Source: an optimization exercise on an open RTL-to-GDS flow (aim: small area, a short achievable clock period and few clock cycles per item). Production flows keep margins and buffers that such runs may drop. Only the layout flow was run in this run; the RTL was not checked for function there. No activity file was given, so power comes from the tool's default toggle rates.

File: design/flow/flow/run.sh
#!/bin/bash
set -o pipefail
cd "$(dirname "$0")/.."
export BUFFER_PORTS_ARGS="-buffer_cell sky130_fd_sc_hd__buf_1"
SETUP_SLACK_MARGIN=12.4 bash standard.sh cts > standard_cts.log 2>&1 || exit 1
SETUP_SLACK_MARGIN=12.1 bash standard.sh > standard.log 2>&1
File: design/flow/standard.sh
#!/bin/bash
# synth_recipe.tcl (not shown) runs the flow's synth.tcl, then flattens the netlist and writes it again
# the make line also repeats each setting of config.mk as NAME=value (left out here)
make -C /OpenROAD-flow-scripts/flow DESIGN_CONFIG=/design/flow/config.mk WORK_HOME=/design/flow/orfs CLKGATE_MAP_FILE= SYNTH_SCRIPT=/design/flow/synth_recipe.tcl "${@:-finish}"
File: design/flow/config.mk
export PLATFORM = sky130hd
export DESIGN_NAME = md5
export DESIGN_NICKNAME = md5
export VERILOG_FILES = /design/flow/design.v
export SDC_FILE = /design/flow/constraint.sdc
export NUM_CORES = 8
export LEC_CHECK = 0
export ABC_AREA = 1
export CAP_MARGIN = 20
export CORE_MARGIN = 2
export CORE_UTILIZATION = 44
export SLEW_MARGIN = 20
File: design/flow/constraint.sdc
create_clock -name core_clock -period 17.0 [get_ports {clock}]
set_input_delay 3.4000 -clock core_clock [delete_from_list [all_inputs] [get_ports {clock}]]
set_output_delay 3.4000 -clock core_clock [all_outputs]
set_load 0.01 [all_outputs]
File: design/flow/design.v
module md5(
  input          clock,
  input          reset,
  input  [127:0] io_in,
  input          io_in_valid,
  output [127:0] io_out,
  output         io_out_valid,
  output         io_ready
);
  reg [127:0] msg;
  reg [31:0]  b, c, d, p;
  reg [5:0]   cnt;
  reg         busy, ovalid;
  reg [1:0]   ms;               
  reg         mz;               
  reg [31:0]  kr;               
  reg [5:0]   cntp1;            
  reg         ready;            
  wire last = (cnt == 6'd63);
  assign io_ready = ready;
  wire accept = io_ready & io_in_valid;
  assign io_out_valid = ovalid;
  assign io_out = {p, b, c, d};
  reg         lastf;            
  reg         l62;              
  wire [5:0] cn = io_ready ? 6'd0 : cnt + 6'd1;
  reg [1:0] ran;
  always @* begin
    case ({cn[5:4], cn[1:0]})
      4'd0: ran = 2'd3;
      4'd1: ran = 2'd3;
      4'd2: ran = 2'd3;
      4'd3: ran = 2'd2;
      4'd4: ran = 2'd1;
      4'd5: ran = 2'd0;
      4'd6: ran = 2'd0;
      4'd7: ran = 2'd0;
      4'd8: ran = 2'd0;
      4'd9: ran = 2'd2;
      4'd10: ran = 2'd2;
      4'd11: ran = 2'd3;
      4'd12: ran = 2'd2;
      4'd13: ran = 2'd1;
      4'd14: ran = 2'd1;
      4'd15: ran = 2'd1;
      default: ran = 2'd0;
    endcase
  end
  wire [3:0] frn = 4'b0001 << cn[5:4];
  wire [3:0] ran1 = 4'b0001 << ran;
  wire [3:0] rbn1 = 4'b0001 << cn[1:0];
  reg [0:0] first_0_q;  always @(posedge clock) first_0_q <= io_ready;
  wire [0:0] first_0 = first_0_q;
  reg firstn_0;  always @(posedge clock) firstn_0 <= busy & ~last;    
  reg [0:0] first_1_q;  always @(posedge clock) first_1_q <= ~(io_ready);
  wire [0:0] first_1 = ~first_1_q;
  reg firstn_1;  always @(posedge clock) firstn_1 <= (busy & ~last) | reset;    
  reg [0:0] first_2_q;  always @(posedge clock) first_2_q <= (io_ready) | {1{reset}};
  wire [0:0] first_2 = first_2_q;
  reg firstn_2;  always @(posedge clock) firstn_2 <= busy & ~last & ~reset;    
  reg [0:0] first_3_q;  always @(posedge clock) first_3_q <= ~((io_ready) | {1{reset}});
  wire [0:0] first_3 = ~first_3_q;
  reg firstn_3;  always @(posedge clock) firstn_3 <= (busy | reset) & ~last;    
  reg [0:0] first_s_q;  always @(posedge clock) first_s_q <= (io_ready) & ~{1{reset}};
  wire [0:0] first_s = first_s_q;
  reg [0:0] first_p_q;  always @(posedge clock) first_p_q <= ~((io_ready) & ~{1{reset}});
  wire [0:0] first_p = ~first_p_q;
  reg [3:0] ra_0_q;  always @(posedge clock) ra_0_q <= ran1;
  wire [3:0] ra_0 = ra_0_q;
  reg [3:0] rb_0_q;  always @(posedge clock) rb_0_q <= rbn1;
  wire [3:0] rb_0 = rb_0_q;
  wire [31:0] firstv = {{8{first_3}}, {8{first_2}}, {8{first_1}}, {8{first_0}}};
  wire [31:0] firstnv = {{8{firstn_3}}, {8{firstn_2}}, {8{firstn_1}}, {8{firstn_0}}};
  wire [31:0] ra0v = {{32{ra_0[0]}}};
  wire [31:0] rb0v = {{32{rb_0[0]}}};
  wire [31:0] ra1v = {{32{ra_0[1]}}};
  wire [31:0] rb1v = {{32{rb_0[1]}}};
  wire [31:0] ra2v = {{32{ra_0[2]}}};
  wire [31:0] rb2v = {{32{rb_0[2]}}};
  wire [31:0] ra3v = {{32{ra_0[3]}}};
  wire [31:0] rb3v = {{32{rb_0[3]}}};
  reg [31:0] f0, f1;
  wire [31:0] x = (b & f1) | (~b & f0) | (f0 & f1);
  wire [31:0] y = (firstv & msg[31:0]) | (firstnv & p);
  wire [31:0] sum = x + y;
  wire [31:0] q0 = {sum[27:0], sum[31:28]};
  wire [31:0] q1 = (ra0v & q0) | (ra1v & {q0[30:0], q0[31:31]}) | (ra2v & {q0[29:0], q0[31:30]}) | (ra3v & {q0[28:0], q0[31:29]});
  wire [31:0] q2 = (rb0v & q1) | (rb1v & {q1[26:0], q1[31:27]}) | (rb2v & {q1[21:0], q1[31:22]}) | (rb3v & {q1[15:0], q1[31:16]});
  wire bb0_G0_1 = (b[1] & b[0]);
  wire bb0_P0_5 = (b[5] & b[4]);
  wire bb0_G0_9 = (b[9] | b[8]);
  wire bb0_G0_17 = (b[17] & b[16]);
  wire bb0_G0_19 = (b[19] | b[18]);
  wire bb0_P0_21 = (b[21] & b[20]);
  wire bb0_G0_23 = (b[23] | b[22]);
  wire bb0_G0_25 = (b[25] | b[24]);
  wire bb0_G0_27 = (b[27] | b[26]);
  wire bb0_G0_31 = (b[31] | b[30]);
  wire bb0_G1_3 = (b[3] | (b[2] & bb0_G0_1));
  wire bb0_P1_3 = (b[2] & b[1]);
  wire bb0_P1_7 = (b[6] & bb0_P0_5);
  wire bb0_G1_11 = (b[11] | (b[10] & bb0_G0_9));
  wire bb0_G1_15 = (b[15] | (b[14] & b[13]));
  wire bb0_P1_15 = (b[14] & b[12]);
  wire bb0_G1_19 = (bb0_G0_19 | bb0_G0_17);
  wire bb0_G1_27 = (bb0_G0_27 | bb0_G0_25);
  wire bb0_G1_31 = (bb0_G0_31 | b[29]);
  wire bb0_G2_7 = (b[7] | (bb0_P1_7 & bb0_G1_3));
  wire bb0_P2_7 = (bb0_P1_7 & bb0_P1_3);
  wire bb0_G2_15 = (bb0_G1_15 | (bb0_P1_15 & bb0_G1_11));
  wire bb0_P2_15 = (bb0_P1_15 & b[10]);
  wire bb0_G2_23 = (bb0_G0_23 | (bb0_P0_21 & bb0_G1_19));
  wire bb0_P2_23 = (bb0_P0_21 & b[17]);
  wire bb0_G2_31 = (bb0_G1_31 | (b[28] & bb0_G1_27));
  wire bb0_G3_15 = (bb0_G2_15 | (bb0_P2_15 & bb0_G2_7));
  wire bb0_P3_15 = (bb0_P2_15 & bb0_P2_7);
  wire bb0_G3_31 = (bb0_G2_31 | (b[28] & bb0_G2_23));
  wire bb0_P3_31 = (b[28] & bb0_P2_23);
  wire bb0_G4_31 = (bb0_G3_31 | (bb0_P3_31 & bb0_G3_15));
  wire bb0_P4_31 = (bb0_P3_31 & bb0_P3_15);
  wire bb0_G5_23 = (bb0_G2_23 | (bb0_P2_23 & bb0_G3_15));
  wire bb0_P5_23 = (bb0_P2_23 & bb0_P3_15);
  wire bb0_G6_11 = (bb0_G1_11 | (b[10] & bb0_G2_7));
  wire bb0_P6_11 = (b[10] & bb0_P2_7);
  wire bb0_G6_19 = (bb0_G1_19 | (b[17] & bb0_G3_15));
  wire bb0_P6_19 = (b[17] & bb0_P3_15);
  wire bb0_G6_27 = (bb0_G1_27 | bb0_G5_23);
  wire bb0_G7_5 = (bb0_P0_5 & bb0_G1_3);
  wire bb0_P7_5 = (bb0_P0_5 & bb0_P1_3);
  wire bb0_G7_9 = (bb0_G0_9 | bb0_G2_7);
  wire bb0_G7_13 = (b[13] | (b[12] & bb0_G6_11));
  wire bb0_P7_13 = (b[12] & bb0_P6_11);
  wire bb0_G7_17 = (bb0_G0_17 | (b[17] & bb0_G3_15));
  wire bb0_P7_17 = (b[17] & bb0_P3_15);
  wire bb0_G7_21 = (bb0_P0_21 & bb0_G6_19);
  wire bb0_P7_21 = (bb0_P0_21 & bb0_P6_19);
  wire bb0_G7_25 = (bb0_G0_25 | bb0_G5_23);
  wire bb0_G7_29 = (b[29] | (b[28] & bb0_G6_27));
  wire bb0_P7_29 = (b[28] & bb0_P5_23);
  wire bb0_G8_2 = (b[2] & bb0_G0_1);
  wire bb0_P8_2 = (b[2] & b[1]);
  wire bb0_G8_4 = (b[4] & bb0_G1_3);
  wire bb0_P8_4 = (b[4] & bb0_P1_3);
  wire bb0_G8_6 = (b[6] & bb0_G7_5);
  wire bb0_P8_6 = (b[6] & bb0_P7_5);
  wire bb0_G8_8 = (b[8] | bb0_G2_7);
  wire bb0_G8_10 = (b[10] & bb0_G7_9);
  wire bb0_P8_10 = (b[10] & bb0_P2_7);
  wire bb0_G8_12 = (b[12] & bb0_G6_11);
  wire bb0_P8_12 = (b[12] & bb0_P6_11);
  wire bb0_G8_14 = (b[14] & bb0_G7_13);
  wire bb0_P8_14 = (b[14] & bb0_P7_13);
  wire bb0_G8_16 = (b[16] | bb0_G3_15);
  wire bb0_G8_18 = (b[18] | bb0_G7_17);
  wire bb0_G8_20 = (b[20] & bb0_G6_19);
  wire bb0_P8_20 = (b[20] & bb0_P6_19);
  wire bb0_G8_22 = (b[22] | bb0_G7_21);
  wire bb0_G8_24 = (b[24] | bb0_G5_23);
  wire bb0_G8_26 = (b[26] | bb0_G7_25);
  wire bb0_G8_28 = (b[28] & bb0_G6_27);
  wire bb0_P8_28 = (b[28] & bb0_P5_23);
  wire bb0_G8_30 = (b[30] | bb0_G7_29);
  wire [31:0] bb0 = {(~b[31] ^ bb0_G8_30), (~b[30] ^ bb0_G7_29), (~b[29] ^ bb0_G8_28), (b[28] ^ bb0_G6_27), (~b[27] ^ bb0_G8_26), (~b[26] ^ bb0_G7_25), (~b[25] ^ bb0_G8_24), (~b[24] ^ bb0_G5_23), (~b[23] ^ bb0_G8_22), (~b[22] ^ bb0_G7_21), (b[21] ^ bb0_G8_20), (b[20] ^ bb0_G6_19), (~b[19] ^ bb0_G8_18), (~b[18] ^ bb0_G7_17), (b[17] ^ bb0_G8_16), (~b[16] ^ bb0_G3_15), (~b[15] ^ bb0_G8_14), (b[14] ^ bb0_G7_13), (~b[13] ^ bb0_G8_12), (b[12] ^ bb0_G6_11), (~b[11] ^ bb0_G8_10), (b[10] ^ bb0_G7_9), (~b[9] ^ bb0_G8_8), (~b[8] ^ bb0_G2_7), (~b[7] ^ bb0_G8_6), (b[6] ^ bb0_G7_5), (b[5] ^ bb0_G8_4), (b[4] ^ bb0_G1_3), (~b[3] ^ bb0_G8_2), (b[2] ^ bb0_G0_1), (b[1] ^ b[0]), ~b[0]};
  wire [31:0] bl = lastf ? bb0 : b;
  wire [31:0] bop = (firstv & 32'hefcdab89) | (firstnv & bl);
  wire [31:0] t = bop + q2;
  reg [31:0] mw;
  always @* begin
    case (ms)
      2'd0: mw = msg[31:0];
      2'd1: mw = msg[63:32];
      2'd2: mw = msg[95:64];
      default: mw = msg[127:96];
    endcase
  end
  wire [31:0] mop = mz ? 32'h0 : mw;
  wire [63:0] kt0 = 64'hf4ef5e112e3a536a;
  wire [63:0] kt1 = 64'h289b0182c394bd3e;
  wire [63:0] kt2 = 64'h12a3d68c0f88250d;
  wire [63:0] kt3 = 64'h20a42914744c259f;
  wire [63:0] kt4 = 64'h72752940311a16a2;
  wire [63:0] kt5 = 64'h352679721484cf1c;
  wire [63:0] kt6 = 64'h01e8f1e8b5db8087;
  wire [63:0] kt7 = 64'h6d5b339177e4378f;
  wire [63:0] kt8 = 64'hc64b15329bc5bf49;
  wire [63:0] kt9 = 64'hfb83c1b93167273d;
  wire [63:0] kt10 = 64'h09f165d147b4857c;
  wire [63:0] kt11 = 64'h08d934fccac2428d;
  wire [63:0] kt12 = 64'h7ce97ec5845b1fc2;
  wire [63:0] kt13 = 64'h99a7a3cf98619102;
  wire [63:0] kt14 = 64'h7bf968bb48e63736;
  wire [63:0] kt15 = 64'h7135185918e505d4;
  wire [63:0] kt16 = 64'haa2c93e73be82214;
  wire [63:0] kt17 = 64'h782d32f8fd4e8251;
  wire [63:0] kt18 = 64'he1724a5e331ec75c;
  wire [63:0] kt19 = 64'h15b9d6faf40ab60d;
  wire [63:0] kt20 = 64'h380e18fb8746fe2d;
  wire [63:0] kt21 = 64'h11a1e36df9ac622f;
  wire [63:0] kt22 = 64'ha8281a15bed32749;
  wire [63:0] kt23 = 64'h60e67ffe9ae45a95;
  wire [63:0] kt24 = 64'hdafb2817edc45fdc;
  wire [63:0] kt25 = 64'hefb33171a15aab10;
  wire [63:0] kt26 = 64'h9dfcf66ff64ab25a;
  wire [63:0] kt27 = 64'h75b629d6d8245fe1;
  wire [63:0] kt28 = 64'h1924aa6492289249;
  wire [63:0] kt29 = 64'hfbae91eebac6baeb;
  wire [63:0] kt30 = 64'hcdaddb36b76ddadd;
  wire [63:0] kt31 = 64'h5b76db6ddb6db76d;
  wire [31:0] krn = {kt31[cntp1], kt30[cntp1], kt29[cntp1], kt28[cntp1], kt27[cntp1], kt26[cntp1], kt25[cntp1], kt24[cntp1], kt23[cntp1], kt22[cntp1], kt21[cntp1], kt20[cntp1], kt19[cntp1], kt18[cntp1], kt17[cntp1], kt16[cntp1], kt15[cntp1], kt14[cntp1], kt13[cntp1], kt12[cntp1], kt11[cntp1], kt10[cntp1], kt9[cntp1], kt8[cntp1], kt7[cntp1], kt6[cntp1], kt5[cntp1], kt4[cntp1], kt3[cntp1], kt2[cntp1], kt1[cntp1], kt0[cntp1]};
  wire [31:0] dop = first_p ? 32'h0 : d;
  wire [31:0] ps = dop ^ mop ^ kr;
  wire [31:0] pc = (dop & mop) | (dop & kr) | (mop & kr);
  wire [31:0] pn_a = ps;
  wire [31:0] pn_b = {pc[30:0], 1'b0};
  wire [31:0] pn_p = pn_a ^ pn_b;
  wire [31:0] pn_g0 = pn_a & pn_b;
  wire pn_G0_1 = pn_g0[1] | (pn_p[1] & pn_g0[0]);
  wire pn_P0_1 = pn_p[1] & pn_p[0];
  wire pn_G0_3 = pn_g0[3] | (pn_p[3] & pn_g0[2]);
  wire pn_P0_3 = pn_p[3] & pn_p[2];
  wire pn_G0_5 = pn_g0[5] | (pn_p[5] & pn_g0[4]);
  wire pn_P0_5 = pn_p[5] & pn_p[4];
  wire pn_G0_7 = pn_g0[7] | (pn_p[7] & pn_g0[6]);
  wire pn_P0_7 = pn_p[7] & pn_p[6];
  wire pn_G0_9 = pn_g0[9] | (pn_p[9] & pn_g0[8]);
  wire pn_P0_9 = pn_p[9] & pn_p[8];
  wire pn_G0_11 = pn_g0[11] | (pn_p[11] & pn_g0[10]);
  wire pn_P0_11 = pn_p[11] & pn_p[10];
  wire pn_G0_13 = pn_g0[13] | (pn_p[13] & pn_g0[12]);
  wire pn_P0_13 = pn_p[13] & pn_p[12];
  wire pn_G0_15 = pn_g0[15] | (pn_p[15] & pn_g0[14]);
  wire pn_P0_15 = pn_p[15] & pn_p[14];
  wire pn_G0_17 = pn_g0[17] | (pn_p[17] & pn_g0[16]);
  wire pn_P0_17 = pn_p[17] & pn_p[16];
  wire pn_G0_19 = pn_g0[19] | (pn_p[19] & pn_g0[18]);
  wire pn_P0_19 = pn_p[19] & pn_p[18];
  wire pn_G0_21 = pn_g0[21] | (pn_p[21] & pn_g0[20]);
  wire pn_P0_21 = pn_p[21] & pn_p[20];
  wire pn_G0_23 = pn_g0[23] | (pn_p[23] & pn_g0[22]);
  wire pn_P0_23 = pn_p[23] & pn_p[22];
  wire pn_G0_25 = pn_g0[25] | (pn_p[25] & pn_g0[24]);
  wire pn_P0_25 = pn_p[25] & pn_p[24];
  wire pn_G0_27 = pn_g0[27] | (pn_p[27] & pn_g0[26]);
  wire pn_P0_27 = pn_p[27] & pn_p[26];
  wire pn_G0_29 = pn_g0[29] | (pn_p[29] & pn_g0[28]);
  wire pn_P0_29 = pn_p[29] & pn_p[28];
  wire pn_G0_31 = pn_g0[31] | (pn_p[31] & pn_g0[30]);
  wire pn_P0_31 = pn_p[31] & pn_p[30];
  wire pn_G1_3 = pn_G0_3 | (pn_P0_3 & pn_G0_1);
  wire pn_P1_3 = pn_P0_3 & pn_P0_1;
  wire pn_G1_7 = pn_G0_7 | (pn_P0_7 & pn_G0_5);
  wire pn_P1_7 = pn_P0_7 & pn_P0_5;
  wire pn_G1_11 = pn_G0_11 | (pn_P0_11 & pn_G0_9);
  wire pn_P1_11 = pn_P0_11 & pn_P0_9;
  wire pn_G1_15 = pn_G0_15 | (pn_P0_15 & pn_G0_13);
  wire pn_P1_15 = pn_P0_15 & pn_P0_13;
  wire pn_G1_19 = pn_G0_19 | (pn_P0_19 & pn_G0_17);
  wire pn_P1_19 = pn_P0_19 & pn_P0_17;
  wire pn_G1_23 = pn_G0_23 | (pn_P0_23 & pn_G0_21);
  wire pn_P1_23 = pn_P0_23 & pn_P0_21;
  wire pn_G1_27 = pn_G0_27 | (pn_P0_27 & pn_G0_25);
  wire pn_P1_27 = pn_P0_27 & pn_P0_25;
  wire pn_G1_31 = pn_G0_31 | (pn_P0_31 & pn_G0_29);
  wire pn_P1_31 = pn_P0_31 & pn_P0_29;
  wire pn_G2_7 = pn_G1_7 | (pn_P1_7 & pn_G1_3);
  wire pn_P2_7 = pn_P1_7 & pn_P1_3;
  wire pn_G2_15 = pn_G1_15 | (pn_P1_15 & pn_G1_11);
  wire pn_P2_15 = pn_P1_15 & pn_P1_11;
  wire pn_G2_23 = pn_G1_23 | (pn_P1_23 & pn_G1_19);
  wire pn_P2_23 = pn_P1_23 & pn_P1_19;
  wire pn_G2_31 = pn_G1_31 | (pn_P1_31 & pn_G1_27);
  wire pn_P2_31 = pn_P1_31 & pn_P1_27;
  wire pn_G3_15 = pn_G2_15 | (pn_P2_15 & pn_G2_7);
  wire pn_P3_15 = pn_P2_15 & pn_P2_7;
  wire pn_G3_31 = pn_G2_31 | (pn_P2_31 & pn_G2_23);
  wire pn_P3_31 = pn_P2_31 & pn_P2_23;
  wire pn_G4_31 = pn_G3_31 | (pn_P3_31 & pn_G3_15);
  wire pn_P4_31 = pn_P3_31 & pn_P3_15;
  wire pn_G5_23 = pn_G2_23 | (pn_P2_23 & pn_G3_15);
  wire pn_P5_23 = pn_P2_23 & pn_P3_15;
  wire pn_G6_11 = pn_G1_11 | (pn_P1_11 & pn_G2_7);
  wire pn_P6_11 = pn_P1_11 & pn_P2_7;
  wire pn_G6_19 = pn_G1_19 | (pn_P1_19 & pn_G3_15);
  wire pn_P6_19 = pn_P1_19 & pn_P3_15;
  wire pn_G6_27 = pn_G1_27 | (pn_P1_27 & pn_G5_23);
  wire pn_P6_27 = pn_P1_27 & pn_P5_23;
  wire pn_G7_5 = pn_G0_5 | (pn_P0_5 & pn_G1_3);
  wire pn_P7_5 = pn_P0_5 & pn_P1_3;
  wire pn_G7_9 = pn_G0_9 | (pn_P0_9 & pn_G2_7);
  wire pn_P7_9 = pn_P0_9 & pn_P2_7;
  wire pn_G7_13 = pn_G0_13 | (pn_P0_13 & pn_G6_11);
  wire pn_P7_13 = pn_P0_13 & pn_P6_11;
  wire pn_G7_17 = pn_G0_17 | (pn_P0_17 & pn_G3_15);
  wire pn_P7_17 = pn_P0_17 & pn_P3_15;
  wire pn_G7_21 = pn_G0_21 | (pn_P0_21 & pn_G6_19);
  wire pn_P7_21 = pn_P0_21 & pn_P6_19;
  wire pn_G7_25 = pn_G0_25 | (pn_P0_25 & pn_G5_23);
  wire pn_P7_25 = pn_P0_25 & pn_P5_23;
  wire pn_G7_29 = pn_G0_29 | (pn_P0_29 & pn_G6_27);
  wire pn_P7_29 = pn_P0_29 & pn_P6_27;
  wire pn_G8_2 = pn_g0[2] | (pn_p[2] & pn_G0_1);
  wire pn_P8_2 = pn_p[2] & pn_P0_1;
  wire pn_G8_4 = pn_g0[4] | (pn_p[4] & pn_G1_3);
  wire pn_P8_4 = pn_p[4] & pn_P1_3;
  wire pn_G8_6 = pn_g0[6] | (pn_p[6] & pn_G7_5);
  wire pn_P8_6 = pn_p[6] & pn_P7_5;
  wire pn_G8_8 = pn_g0[8] | (pn_p[8] & pn_G2_7);
  wire pn_P8_8 = pn_p[8] & pn_P2_7;
  wire pn_G8_10 = pn_g0[10] | (pn_p[10] & pn_G7_9);
  wire pn_P8_10 = pn_p[10] & pn_P7_9;
  wire pn_G8_12 = pn_g0[12] | (pn_p[12] & pn_G6_11);
  wire pn_P8_12 = pn_p[12] & pn_P6_11;
  wire pn_G8_14 = pn_g0[14] | (pn_p[14] & pn_G7_13);
  wire pn_P8_14 = pn_p[14] & pn_P7_13;
  wire pn_G8_16 = pn_g0[16] | (pn_p[16] & pn_G3_15);
  wire pn_P8_16 = pn_p[16] & pn_P3_15;
  wire pn_G8_18 = pn_g0[18] | (pn_p[18] & pn_G7_17);
  wire pn_P8_18 = pn_p[18] & pn_P7_17;
  wire pn_G8_20 = pn_g0[20] | (pn_p[20] & pn_G6_19);
  wire pn_P8_20 = pn_p[20] & pn_P6_19;
  wire pn_G8_22 = pn_g0[22] | (pn_p[22] & pn_G7_21);
  wire pn_P8_22 = pn_p[22] & pn_P7_21;
  wire pn_G8_24 = pn_g0[24] | (pn_p[24] & pn_G5_23);
  wire pn_P8_24 = pn_p[24] & pn_P5_23;
  wire pn_G8_26 = pn_g0[26] | (pn_p[26] & pn_G7_25);
  wire pn_P8_26 = pn_p[26] & pn_P7_25;
  wire pn_G8_28 = pn_g0[28] | (pn_p[28] & pn_G6_27);
  wire pn_P8_28 = pn_p[28] & pn_P6_27;
  wire pn_G8_30 = pn_g0[30] | (pn_p[30] & pn_G7_29);
  wire pn_P8_30 = pn_p[30] & pn_P7_29;
  wire [31:0] pn = {(pn_p[31] ^ pn_G8_30), (pn_p[30] ^ pn_G7_29), (pn_p[29] ^ pn_G8_28), (pn_p[28] ^ pn_G6_27), (pn_p[27] ^ pn_G8_26), (pn_p[26] ^ pn_G7_25), (pn_p[25] ^ pn_G8_24), (pn_p[24] ^ pn_G5_23), (pn_p[23] ^ pn_G8_22), (pn_p[22] ^ pn_G7_21), (pn_p[21] ^ pn_G8_20), (pn_p[20] ^ pn_G6_19), (pn_p[19] ^ pn_G8_18), (pn_p[18] ^ pn_G7_17), (pn_p[17] ^ pn_G8_16), (pn_p[16] ^ pn_G3_15), (pn_p[15] ^ pn_G8_14), (pn_p[14] ^ pn_G7_13), (pn_p[13] ^ pn_G8_12), (pn_p[12] ^ pn_G6_11), (pn_p[11] ^ pn_G8_10), (pn_p[10] ^ pn_G7_9), (pn_p[9] ^ pn_G8_8), (pn_p[8] ^ pn_G2_7), (pn_p[7] ^ pn_G8_6), (pn_p[6] ^ pn_G7_5), (pn_p[5] ^ pn_G8_4), (pn_p[4] ^ pn_G1_3), (pn_p[3] ^ pn_G8_2), (pn_p[2] ^ pn_G0_1), (pn_p[1] ^ pn_g0[0]), pn_p[0]};
  reg [31:0] kn;
  reg [1:0]  msn;
  reg        mzn;
  always @* begin
    case (cn)
      6'd0: begin kn = 32'hf8fa0bcc; msn = 2'd1; mzn = 1'b0; end
      6'd1: begin kn = 32'h242070db; msn = 2'd2; mzn = 1'b0; end
      6'd2: begin kn = 32'hc1bdceee; msn = 2'd3; mzn = 1'b0; end
      6'd3: begin kn = 32'hf57c0faf; msn = 2'd0; mzn = 1'b0; end
      6'd4: begin kn = 32'h4787c62a; msn = 2'd1; mzn = 1'b0; end
      6'd5: begin kn = 32'ha8304613; msn = 2'd2; mzn = 1'b0; end
      6'd6: begin kn = 32'hfd469501; msn = 2'd3; mzn = 1'b0; end
      6'd7: begin kn = 32'h698098d8; msn = 2'd0; mzn = 1'b0; end
      6'd8: begin kn = 32'h8b44f7af; msn = 2'd1; mzn = 1'b0; end
      6'd9: begin kn = 32'hffff5bb1; msn = 2'd2; mzn = 1'b0; end
      6'd10: begin kn = 32'h895cd7be; msn = 2'd3; mzn = 1'b0; end
      6'd11: begin kn = 32'h6b901122; msn = 2'd0; mzn = 1'b0; end
      6'd12: begin kn = 32'hfd987193; msn = 2'd1; mzn = 1'b0; end
      6'd13: begin kn = 32'ha679438e; msn = 2'd2; mzn = 1'b0; end
      6'd14: begin kn = 32'h49b40821; msn = 2'd3; mzn = 1'b0; end
      6'd15: begin kn = 32'hf61e2562; msn = 2'd0; mzn = 1'b0; end
      6'd16: begin kn = 32'hc040b340; msn = 2'd0; mzn = 1'b0; end
      6'd17: begin kn = 32'h265e5a51; msn = 2'd1; mzn = 1'b0; end
      6'd18: begin kn = 32'he9b6c7aa; msn = 2'd1; mzn = 1'b0; end
      6'd19: begin kn = 32'hd62f105d; msn = 2'd2; mzn = 1'b0; end
      6'd20: begin kn = 32'h02441453; msn = 2'd2; mzn = 1'b0; end
      6'd21: begin kn = 32'hd8a1e681; msn = 2'd3; mzn = 1'b0; end
      6'd22: begin kn = 32'he7d3fbc8; msn = 2'd3; mzn = 1'b0; end
      6'd23: begin kn = 32'h21e1cde6; msn = 2'd0; mzn = 1'b0; end
      6'd24: begin kn = 32'hc33707d6; msn = 2'd0; mzn = 1'b0; end
      6'd25: begin kn = 32'hf4d50d87; msn = 2'd1; mzn = 1'b0; end
      6'd26: begin kn = 32'h455a14ed; msn = 2'd1; mzn = 1'b0; end
      6'd27: begin kn = 32'ha9e3e905; msn = 2'd2; mzn = 1'b0; end
      6'd28: begin kn = 32'hfcefa3f8; msn = 2'd2; mzn = 1'b0; end
      6'd29: begin kn = 32'h676f02d9; msn = 2'd3; mzn = 1'b0; end
      6'd30: begin kn = 32'h8d2a4c8a; msn = 2'd3; mzn = 1'b0; end
      6'd31: begin kn = 32'hfffa3942; msn = 2'd0; mzn = 1'b0; end
      6'd32: begin kn = 32'h8771f681; msn = 2'd0; mzn = 1'b0; end
      6'd33: begin kn = 32'h6d9d6122; msn = 2'd0; mzn = 1'b0; end
      6'd34: begin kn = 32'hfde5380c; msn = 2'd0; mzn = 1'b0; end
      6'd35: begin kn = 32'ha4beea44; msn = 2'd1; mzn = 1'b0; end
      6'd36: begin kn = 32'h4bdecfa9; msn = 2'd1; mzn = 1'b0; end
      6'd37: begin kn = 32'hf6bb4b60; msn = 2'd1; mzn = 1'b0; end
      6'd38: begin kn = 32'hbebfbc70; msn = 2'd1; mzn = 1'b0; end
      6'd39: begin kn = 32'h289b7ec6; msn = 2'd2; mzn = 1'b0; end
      6'd40: begin kn = 32'heaa127fa; msn = 2'd2; mzn = 1'b0; end
      6'd41: begin kn = 32'hd4ef3085; msn = 2'd2; mzn = 1'b0; end
      6'd42: begin kn = 32'h04881d05; msn = 2'd2; mzn = 1'b0; end
      6'd43: begin kn = 32'hd9d4d039; msn = 2'd3; mzn = 1'b0; end
      6'd44: begin kn = 32'he6db99e5; msn = 2'd3; mzn = 1'b0; end
      6'd45: begin kn = 32'h1fa27cf8; msn = 2'd3; mzn = 1'b0; end
      6'd46: begin kn = 32'hc4ac5665; msn = 2'd3; mzn = 1'b0; end
      6'd47: begin kn = 32'hf4292244; msn = 2'd0; mzn = 1'b0; end
      6'd48: begin kn = 32'h432aff97; msn = 2'd2; mzn = 1'b0; end
      6'd49: begin kn = 32'hab9423a7; msn = 2'd0; mzn = 1'b0; end
      6'd50: begin kn = 32'hfc93a039; msn = 2'd2; mzn = 1'b0; end
      6'd51: begin kn = 32'h655b59c3; msn = 2'd0; mzn = 1'b0; end
      6'd52: begin kn = 32'h8f0ccc92; msn = 2'd2; mzn = 1'b0; end
      6'd53: begin kn = 32'hffeff47d; msn = 2'd0; mzn = 1'b0; end
      6'd54: begin kn = 32'h85845dd1; msn = 2'd2; mzn = 1'b0; end
      6'd55: begin kn = 32'h6fa87e4f; msn = 2'd1; mzn = 1'b0; end
      6'd56: begin kn = 32'hfe2ce6e0; msn = 2'd3; mzn = 1'b0; end
      6'd57: begin kn = 32'ha3014314; msn = 2'd1; mzn = 1'b0; end
      6'd58: begin kn = 32'h4e0811a1; msn = 2'd3; mzn = 1'b0; end
      6'd59: begin kn = 32'hf7537e82; msn = 2'd1; mzn = 1'b0; end
      6'd60: begin kn = 32'hbd3af235; msn = 2'd3; mzn = 1'b0; end
      6'd61: begin kn = 32'h2ad7d2bb; msn = 2'd1; mzn = 1'b0; end
      6'd62: begin kn = 32'heb86d391; msn = 2'd3; mzn = 1'b0; end
      6'd63: begin kn = 32'h67452301; msn = 2'd0; mzn = 1'b1; end
      default: begin kn = 32'h0; msn = 2'd0; mzn = 1'b0; end
    endcase
  end
  wire [31:0] cf = first_s ? 32'hefcdab89 : b;
  wire [31:0] df = first_s ? 32'h98badcfe : c;
  wire [31:0] bx_a = b;
  wire [31:0] bx_b = (lastf ? 32'h98badcfe : 32'h10325476);
  wire [31:0] bx_p = bx_a ^ bx_b;
  wire [31:0] bx_g0 = bx_a & bx_b;
  wire bx_G0_1 = bx_g0[1] | (bx_p[1] & bx_g0[0]);
  wire bx_P0_1 = bx_p[1] & bx_p[0];
  wire bx_G0_3 = bx_g0[3] | (bx_p[3] & bx_g0[2]);
  wire bx_P0_3 = bx_p[3] & bx_p[2];
  wire bx_G0_5 = bx_g0[5] | (bx_p[5] & bx_g0[4]);
  wire bx_P0_5 = bx_p[5] & bx_p[4];
  wire bx_G0_7 = bx_g0[7] | (bx_p[7] & bx_g0[6]);
  wire bx_P0_7 = bx_p[7] & bx_p[6];
  wire bx_G0_9 = bx_g0[9] | (bx_p[9] & bx_g0[8]);
  wire bx_P0_9 = bx_p[9] & bx_p[8];
  wire bx_G0_11 = bx_g0[11] | (bx_p[11] & bx_g0[10]);
  wire bx_P0_11 = bx_p[11] & bx_p[10];
  wire bx_G0_13 = bx_g0[13] | (bx_p[13] & bx_g0[12]);
  wire bx_P0_13 = bx_p[13] & bx_p[12];
  wire bx_G0_15 = bx_g0[15] | (bx_p[15] & bx_g0[14]);
  wire bx_P0_15 = bx_p[15] & bx_p[14];
  wire bx_G0_17 = bx_g0[17] | (bx_p[17] & bx_g0[16]);
  wire bx_P0_17 = bx_p[17] & bx_p[16];
  wire bx_G0_19 = bx_g0[19] | (bx_p[19] & bx_g0[18]);
  wire bx_P0_19 = bx_p[19] & bx_p[18];
  wire bx_G0_21 = bx_g0[21] | (bx_p[21] & bx_g0[20]);
  wire bx_P0_21 = bx_p[21] & bx_p[20];
  wire bx_G0_23 = bx_g0[23] | (bx_p[23] & bx_g0[22]);
  wire bx_P0_23 = bx_p[23] & bx_p[22];
  wire bx_G0_25 = bx_g0[25] | (bx_p[25] & bx_g0[24]);
  wire bx_P0_25 = bx_p[25] & bx_p[24];
  wire bx_G0_27 = bx_g0[27] | (bx_p[27] & bx_g0[26]);
  wire bx_P0_27 = bx_p[27] & bx_p[26];
  wire bx_G0_29 = bx_g0[29] | (bx_p[29] & bx_g0[28]);
  wire bx_P0_29 = bx_p[29] & bx_p[28];
  wire bx_G0_31 = bx_g0[31] | (bx_p[31] & bx_g0[30]);
  wire bx_P0_31 = bx_p[31] & bx_p[30];
  wire bx_G1_3 = bx_G0_3 | (bx_P0_3 & bx_G0_1);
  wire bx_P1_3 = bx_P0_3 & bx_P0_1;
  wire bx_G1_7 = bx_G0_7 | (bx_P0_7 & bx_G0_5);
  wire bx_P1_7 = bx_P0_7 & bx_P0_5;
  wire bx_G1_11 = bx_G0_11 | (bx_P0_11 & bx_G0_9);
  wire bx_P1_11 = bx_P0_11 & bx_P0_9;
  wire bx_G1_15 = bx_G0_15 | (bx_P0_15 & bx_G0_13);
  wire bx_P1_15 = bx_P0_15 & bx_P0_13;
  wire bx_G1_19 = bx_G0_19 | (bx_P0_19 & bx_G0_17);
  wire bx_P1_19 = bx_P0_19 & bx_P0_17;
  wire bx_G1_23 = bx_G0_23 | (bx_P0_23 & bx_G0_21);
  wire bx_P1_23 = bx_P0_23 & bx_P0_21;
  wire bx_G1_27 = bx_G0_27 | (bx_P0_27 & bx_G0_25);
  wire bx_P1_27 = bx_P0_27 & bx_P0_25;
  wire bx_G1_31 = bx_G0_31 | (bx_P0_31 & bx_G0_29);
  wire bx_P1_31 = bx_P0_31 & bx_P0_29;
  wire bx_G2_7 = bx_G1_7 | (bx_P1_7 & bx_G1_3);
  wire bx_P2_7 = bx_P1_7 & bx_P1_3;
  wire bx_G2_15 = bx_G1_15 | (bx_P1_15 & bx_G1_11);
  wire bx_P2_15 = bx_P1_15 & bx_P1_11;
  wire bx_G2_23 = bx_G1_23 | (bx_P1_23 & bx_G1_19);
  wire bx_P2_23 = bx_P1_23 & bx_P1_19;
  wire bx_G2_31 = bx_G1_31 | (bx_P1_31 & bx_G1_27);
  wire bx_P2_31 = bx_P1_31 & bx_P1_27;
  wire bx_G3_15 = bx_G2_15 | (bx_P2_15 & bx_G2_7);
  wire bx_P3_15 = bx_P2_15 & bx_P2_7;
  wire bx_G3_31 = bx_G2_31 | (bx_P2_31 & bx_G2_23);
  wire bx_P3_31 = bx_P2_31 & bx_P2_23;
  wire bx_G4_31 = bx_G3_31 | (bx_P3_31 & bx_G3_15);
  wire bx_P4_31 = bx_P3_31 & bx_P3_15;
  wire bx_G5_23 = bx_G2_23 | (bx_P2_23 & bx_G3_15);
  wire bx_P5_23 = bx_P2_23 & bx_P3_15;
  wire bx_G6_11 = bx_G1_11 | (bx_P1_11 & bx_G2_7);
  wire bx_P6_11 = bx_P1_11 & bx_P2_7;
  wire bx_G6_19 = bx_G1_19 | (bx_P1_19 & bx_G3_15);
  wire bx_P6_19 = bx_P1_19 & bx_P3_15;
  wire bx_G6_27 = bx_G1_27 | (bx_P1_27 & bx_G5_23);
  wire bx_P6_27 = bx_P1_27 & bx_P5_23;
  wire bx_G7_5 = bx_G0_5 | (bx_P0_5 & bx_G1_3);
  wire bx_P7_5 = bx_P0_5 & bx_P1_3;
  wire bx_G7_9 = bx_G0_9 | (bx_P0_9 & bx_G2_7);
  wire bx_P7_9 = bx_P0_9 & bx_P2_7;
  wire bx_G7_13 = bx_G0_13 | (bx_P0_13 & bx_G6_11);
  wire bx_P7_13 = bx_P0_13 & bx_P6_11;
  wire bx_G7_17 = bx_G0_17 | (bx_P0_17 & bx_G3_15);
  wire bx_P7_17 = bx_P0_17 & bx_P3_15;
  wire bx_G7_21 = bx_G0_21 | (bx_P0_21 & bx_G6_19);
  wire bx_P7_21 = bx_P0_21 & bx_P6_19;
  wire bx_G7_25 = bx_G0_25 | (bx_P0_25 & bx_G5_23);
  wire bx_P7_25 = bx_P0_25 & bx_P5_23;
  wire bx_G7_29 = bx_G0_29 | (bx_P0_29 & bx_G6_27);
  wire bx_P7_29 = bx_P0_29 & bx_P6_27;
  wire bx_G8_2 = bx_g0[2] | (bx_p[2] & bx_G0_1);
  wire bx_P8_2 = bx_p[2] & bx_P0_1;
  wire bx_G8_4 = bx_g0[4] | (bx_p[4] & bx_G1_3);
  wire bx_P8_4 = bx_p[4] & bx_P1_3;
  wire bx_G8_6 = bx_g0[6] | (bx_p[6] & bx_G7_5);
  wire bx_P8_6 = bx_p[6] & bx_P7_5;
  wire bx_G8_8 = bx_g0[8] | (bx_p[8] & bx_G2_7);
  wire bx_P8_8 = bx_p[8] & bx_P2_7;
  wire bx_G8_10 = bx_g0[10] | (bx_p[10] & bx_G7_9);
  wire bx_P8_10 = bx_p[10] & bx_P7_9;
  wire bx_G8_12 = bx_g0[12] | (bx_p[12] & bx_G6_11);
  wire bx_P8_12 = bx_p[12] & bx_P6_11;
  wire bx_G8_14 = bx_g0[14] | (bx_p[14] & bx_G7_13);
  wire bx_P8_14 = bx_p[14] & bx_P7_13;
  wire bx_G8_16 = bx_g0[16] | (bx_p[16] & bx_G3_15);
  wire bx_P8_16 = bx_p[16] & bx_P3_15;
  wire bx_G8_18 = bx_g0[18] | (bx_p[18] & bx_G7_17);
  wire bx_P8_18 = bx_p[18] & bx_P7_17;
  wire bx_G8_20 = bx_g0[20] | (bx_p[20] & bx_G6_19);
  wire bx_P8_20 = bx_p[20] & bx_P6_19;
  wire bx_G8_22 = bx_g0[22] | (bx_p[22] & bx_G7_21);
  wire bx_P8_22 = bx_p[22] & bx_P7_21;
  wire bx_G8_24 = bx_g0[24] | (bx_p[24] & bx_G5_23);
  wire bx_P8_24 = bx_p[24] & bx_P5_23;
  wire bx_G8_26 = bx_g0[26] | (bx_p[26] & bx_G7_25);
  wire bx_P8_26 = bx_p[26] & bx_P7_25;
  wire bx_G8_28 = bx_g0[28] | (bx_p[28] & bx_G6_27);
  wire bx_P8_28 = bx_p[28] & bx_P6_27;
  wire bx_G8_30 = bx_g0[30] | (bx_p[30] & bx_G7_29);
  wire bx_P8_30 = bx_p[30] & bx_P7_29;
  wire [31:0] bx = {(bx_p[31] ^ bx_G8_30), (bx_p[30] ^ bx_G7_29), (bx_p[29] ^ bx_G8_28), (bx_p[28] ^ bx_G6_27), (bx_p[27] ^ bx_G8_26), (bx_p[26] ^ bx_G7_25), (bx_p[25] ^ bx_G8_24), (bx_p[24] ^ bx_G5_23), (bx_p[23] ^ bx_G8_22), (bx_p[22] ^ bx_G7_21), (bx_p[21] ^ bx_G8_20), (bx_p[20] ^ bx_G6_19), (bx_p[19] ^ bx_G8_18), (bx_p[18] ^ bx_G7_17), (bx_p[17] ^ bx_G8_16), (bx_p[16] ^ bx_G3_15), (bx_p[15] ^ bx_G8_14), (bx_p[14] ^ bx_G7_13), (bx_p[13] ^ bx_G8_12), (bx_p[12] ^ bx_G6_11), (bx_p[11] ^ bx_G8_10), (bx_p[10] ^ bx_G7_9), (bx_p[9] ^ bx_G8_8), (bx_p[8] ^ bx_G2_7), (bx_p[7] ^ bx_G8_6), (bx_p[6] ^ bx_G7_5), (bx_p[5] ^ bx_G8_4), (bx_p[4] ^ bx_G1_3), (bx_p[3] ^ bx_G8_2), (bx_p[2] ^ bx_G0_1), (bx_p[1] ^ bx_g0[0]), bx_p[0]};
  wire [31:0] cn_ = (l62 | lastf) ? bx : cf;
  wire [31:0] dn_ = df;
  wire [31:0] f0n = ({32{frn[0]}} & df) | ({32{frn[1]}} & cf & ~df)
                  | ({32{frn[2]}} & (cf ^ df)) | ({32{frn[3]}} & ~(cf ^ df));
  wire [31:0] f1n = ({32{frn[0]}} & cf) | ({32{frn[1]}} & (cf | df))
                  | ({32{frn[2]}} & ~(cf ^ df)) | ({32{frn[3]}} & ~cf);
  always @(posedge clock) begin
    if (io_ready) msg <= io_in;
    b <= t;
    c <= cn_;
    d <= dn_;
    f0 <= io_ready ? 32'hd76aa477 : f0n;
    f1 <= io_ready ? 32'hd76aa477 : f1n;
    lastf <= (cn == 6'd63);
    l62 <= (cn == 6'd62);
    p <= pn;
    cnt <= cn;
    ms <= msn;
    mz <= mzn;
    kr <= io_ready ? 32'hf8fa0bcc : krn;
    cntp1 <= cn + 6'd1;
    if (reset) begin
      busy <= 1'b0;
      ovalid <= 1'b0;
      ready <= 1'b1;
    end else begin
      busy <= accept | (busy & ~last);
      ovalid <= busy & last;
      ready <= ~(accept | (busy & ~last)) | (cn == 6'd63);
    end
  end
endmodule
==> metrics.yaml <==
power:
  finalPower_mw: 6.70
  powerDensity_nw_per_um2: 220
  ir_drop_v: 0.000135
  p_leak_nw: 13.4
floorplan:
  die_area_um2: 60100
  io_pins: 261
  fp.dieW_um: 245
  core_um2: 57600
  num_rows: 88
  die_h_um: 245
  initial_core_util_pct: 44.5
layout:
  fill_cells: 5619
  area_growth_pct: 19.0
  final_nets: 4038
  drive_gt1_share_pct: 12.3
clocking:
  root_buffer: "clkbuf_16"
  hold_buffers: 0
  clk_latency_ps: 610
  path_clk_slew_ps: 60
  cts_buffers: 46
  cts_tree: "done"
  clk_path_buf_depth: 3
  cts.sinks: 390
  cts.htree.levels: 2
global_route:
  grt_max_degree: 84
  grt_use_total_pct: 36.5
  grt_first_pass_wirelength_mm: 161
  antenna_found_initial: 4
  grt-ovfl-total: 0
  grt_pass1_vias: 24100
timing:
  tightest_slew_ps: 1060
  setup_viol: 0
  fmax_mhz: 211
  finalMaxSlewViolations: 0
  layout_min_cycle_time_ps: 4740
  fin_crit_sh_pct: 27.9
  fin_worst_skew_ps: 29.7
  hold_violations: 0
  slew_headroom_pct: 28.8
  finalHoldWorstSlack_ps: 489
  setup_tns_ps: 0
  rsz0062_at_grt: "false"
worst_hold_path:
  holdPathStages: 2
  hold_end: "d[23]"
  min_from: "c[23]"
  holdCritPathClass: "flop to flop"
synthesis:
  async_flop_share_pct: 0
  muxShareOfSynthArea_pct: 0.127
  ys.flop_type: "dfxtp_1"
  synth_top_family_by_area: "simple AND/OR/NAND/NOR gates"
  yosys.area_share.xor_xnor_pct: 2.40
  yosysWarningCount: 1
  synthesis.nets: 3781
  synth_area_um2: 25600
  ys_types: 64
  synth-simple-area-share_pct: 23.6
  synth_cells: 3418
  yosys.area_share.adder_pct: 12.7
  ys_seq_area_share_pct: 35.5
  avgSynthCellArea_um2: 7.49
  ys_seq_elements: 390
  synth_edf_count: 128
  synth_compound_area_share_pct: 17.0
setup_path:
  r2r-start: "b[0]"
  required_ps: 17500
  startpoint_type: "flop"
  reg2reg_to: "b[29]"
  reg2reg_setup_slack_ps: 12260
  ff2ff_path_depth: 27
  endpoint_kind: "flop"
  path_class: "flop to flop"
  cp_max_fo: 5
  critPathArrivalTime_ps: 5240
outcome:
  outcome: "no timing/DRC/antenna violations"
route:
  detail_route.wl_per_cell_um: 25.2
  dr.first_iter.drc_count: 3292
  wl_mm: 113
  vias: 26300
  drtPass1Iterations: 6
  viasPerCell: 5.87
  drc: 0
  final_antenna_net_count: 0
placement:
  hpwl_mm: 85.1
  gp_congestion: 1.04
  numPortBuffers: 260
job:
  drv_cap: 0
-- per-stage QoR --
| step | cell area (um2) | utilization (%) | setup WS (ps) | cells |
|---|---|---|---|---|
| detailed placement | 27200 | 47.3 | 11610 | 4337 |
| floorplan | 25600 | - | 12420 | 3418 |
| finish | 30500 | 52.9 | 12260 | 4479 |
| CTS | 30000 | 52.0 | 12340 | 4461 |
| global placement | 27200 | 47.3 | 11450 | 4337 |
| global route | 30500 | 52.9 | 12050 | 4478 |
-- cell usage after synthesis (6+ instances only) --
cell type  number  area (um2)
buf_1          13        48.8
nor2_1        249         935
fa_1           48         961
and2_1          7        43.8
buf_2          20         100
ha_1          184        2300
o21ai_1        14        70.1
inv_1         417        1570
a221oi_1        8        70.1
o22ai_1        29         181
a22o_1         23         201
a21o_1          8        60.1
o211ai_1       65         488
o21bai_1       10        75.1
clkbuf_1      105         394
nor3_1         38         190
xnor2_1        20         175
nand3b_1        9        67.6
o311ai_0       10        87.6
a21oi_1       219        1100
nand3_2         6        60.1
a211oi_1        6        45.0
nand2_2         7        43.8
buf_4           7        52.6
o2111ai_1      26         228
nand3_1       242        1210
o21ai_0       224        1120
a22oi_1         6        45.0
dfxtp_1       262        5250
nand2_1       806        3030
nand4_1        39         244
a31oi_1        14        87.6
edfxtp_1      128        3840
xor2_1         50         438
nor2_2          8        50.1
o221ai_1       37         324
-- report_power, final --
| group | internal [mW] | total [mW] | switching [mW] |
|---|---|---|---|
| clock | 0.657 | 1.09 | 0.433 |
| sequential | 1.24 | 1.49 | 0.253 |
| combinational | 1.47 | 4.12 | 2.65 |
-- final cells by class --
| class | count | area (um2) | area share, % |
|---|---|---|---|
| antenna | 1 | 2.50 | 0.00821 |
| clock buffer | 64 | 1330 | 4.36 |
| clock inverter | 22 | 325 | 1.07 |
| inverter | 426 | 1620 | 5.32 |
| multi-input combinational | 2456 | 15100 | 49.6 |
| sequential | 390 | 9250 | 30.4 |
| tap | 765 | 957 | 3.14 |
| timing repair buffer | 355 | 1890 | 6.19 |
-- worst max-delay path by stage --
stage	start	slack, ps	to	depth (start not counted)
4_1_cts	firstn_2	12340	b[28]	27
2_1_floorplan	ready	12420	io_ready	0
5_1_grt	b[0]	12050	b[31]	29
3_5_place_dp	b[7]	11610	b[18]	27
3_3_place_gp	ms[0]	11450	p[31]	26
6_report	b[0]	12260	b[29]	27
-- cells in the final DEF, fill, tap and decap left out, drive strengths merged, types with 4 or more instances in the layout --
master,instances
nand2,813
inv,423
buf,353
dfxtp,262
nor2,261
nand3,248
o21ai,240
a21oi,220
ha,184
edfxtp,128
clkbuf,66
o211ai,65
xor2,50
fa,48
nand4,40
nor3,40
o221ai,37
o22ai,29
o2111ai,26
a22o,23
xnor2,20
a31oi,14
clkinv,11
o21bai,10
o311ai,10
nand3b,9
a221oi,8
a21o,8
clkinvlp,7
bufinv,7
and2,7
a22oi,6
a211oi,6
o31ai,5
nor4,5
or2,5
a21boi,4
-- worst max-delay path: stages, from the launching register on --
cell and delay [ps]:
dfxtp_4 380, mux2_4 350, ha_4 200, fa_2 410, nand3_2 80, nand3_2 140
nand2_1 120, nand2_2 100, nand2_1 90, nand2_1 90, nand2_1 70, nand2_1 70
or2_4 250, nand3_1 70, nand4_1 210, nand2_1 110, and2_1 140, nand3_2 90
ha_4 300, nand3_1 100, nand2_2 110, a21oi_2 80, o21ai_2 210, a21oi_2 120
o21ai_1 230, nand2_1 130, nand2_1 120, xor2_1 260
-- logic make-up (layout without fill, tap and decap cells) --
group | Yosys count | in the layout
other | 0 | 1
DFF | 390 | 390
xor gates and xnor gates | 70 | 70
muxes | 3 | 3
buffers and inverters | 572 | 867
and+or+nand+nor | 1430 | 1430
adders and majority gates | 232 | 232
AOI/OAI and AO/OA | 721 | 721
-- state kept, by name, indices dropped and copies added (netlist names), 6 cells and up --
| signal | count |
|---|---|
| f0 | 32 |
| p | 32 |
| msg | 128 |
| b | 32 |
| d | 32 |
| kr | 32 |
| f1 | 32 |
| c | 32 |
| cntp1 | 6 |
| cnt | 6 |
-- timing repair --
action | 4_1_cts | 5_1_grt
gates cloned | 0 | 2
setup endpoints to repair | 113 | 13
setup buffers | 38 | 15
pin swaps | 23 | 31
gates resized for setup | 249 | 75
-- per-layer routing --
layer / vias up / GRT usage, % / routed length [um]
met4: 2 / 17.2 / 6370
met2: 1554 / 54.8 / 48600
met5: - / 0 / 10
met3: 270 / 7.49 / 11600
met1: 12400 / 50.0 / 46200
li1: 12100 / - / -

what the ideal ports hide:
How much do the figures lean on ideal ports? The routed layout below was timed once more, with nothing changed but the port constraints. Step 1, drivers: a clkbuf_16 drives clock and a buf_2 each remaining input, both assumed. Step 2 also shifts input and output timing later by t, the mid clock arrival at the registers, as if the neighbouring blocks saw the same clock. Three values: no drivers, after step 1, after step 2; two values: the first two.
t, ns: 0.652
setup WS [ns]: 12.256 / 12.256 / 12.234
worst setup path at the end: input to register
worst register clock-pin slew, ns: 0.07 / 0.07
worst slew at a driven data input, ns: 0.10
After both steps setup and hold are still met in this run. For this run, drivers alone change the setup slack by 0.000 ns; drivers and shift together by -0.022 ns.
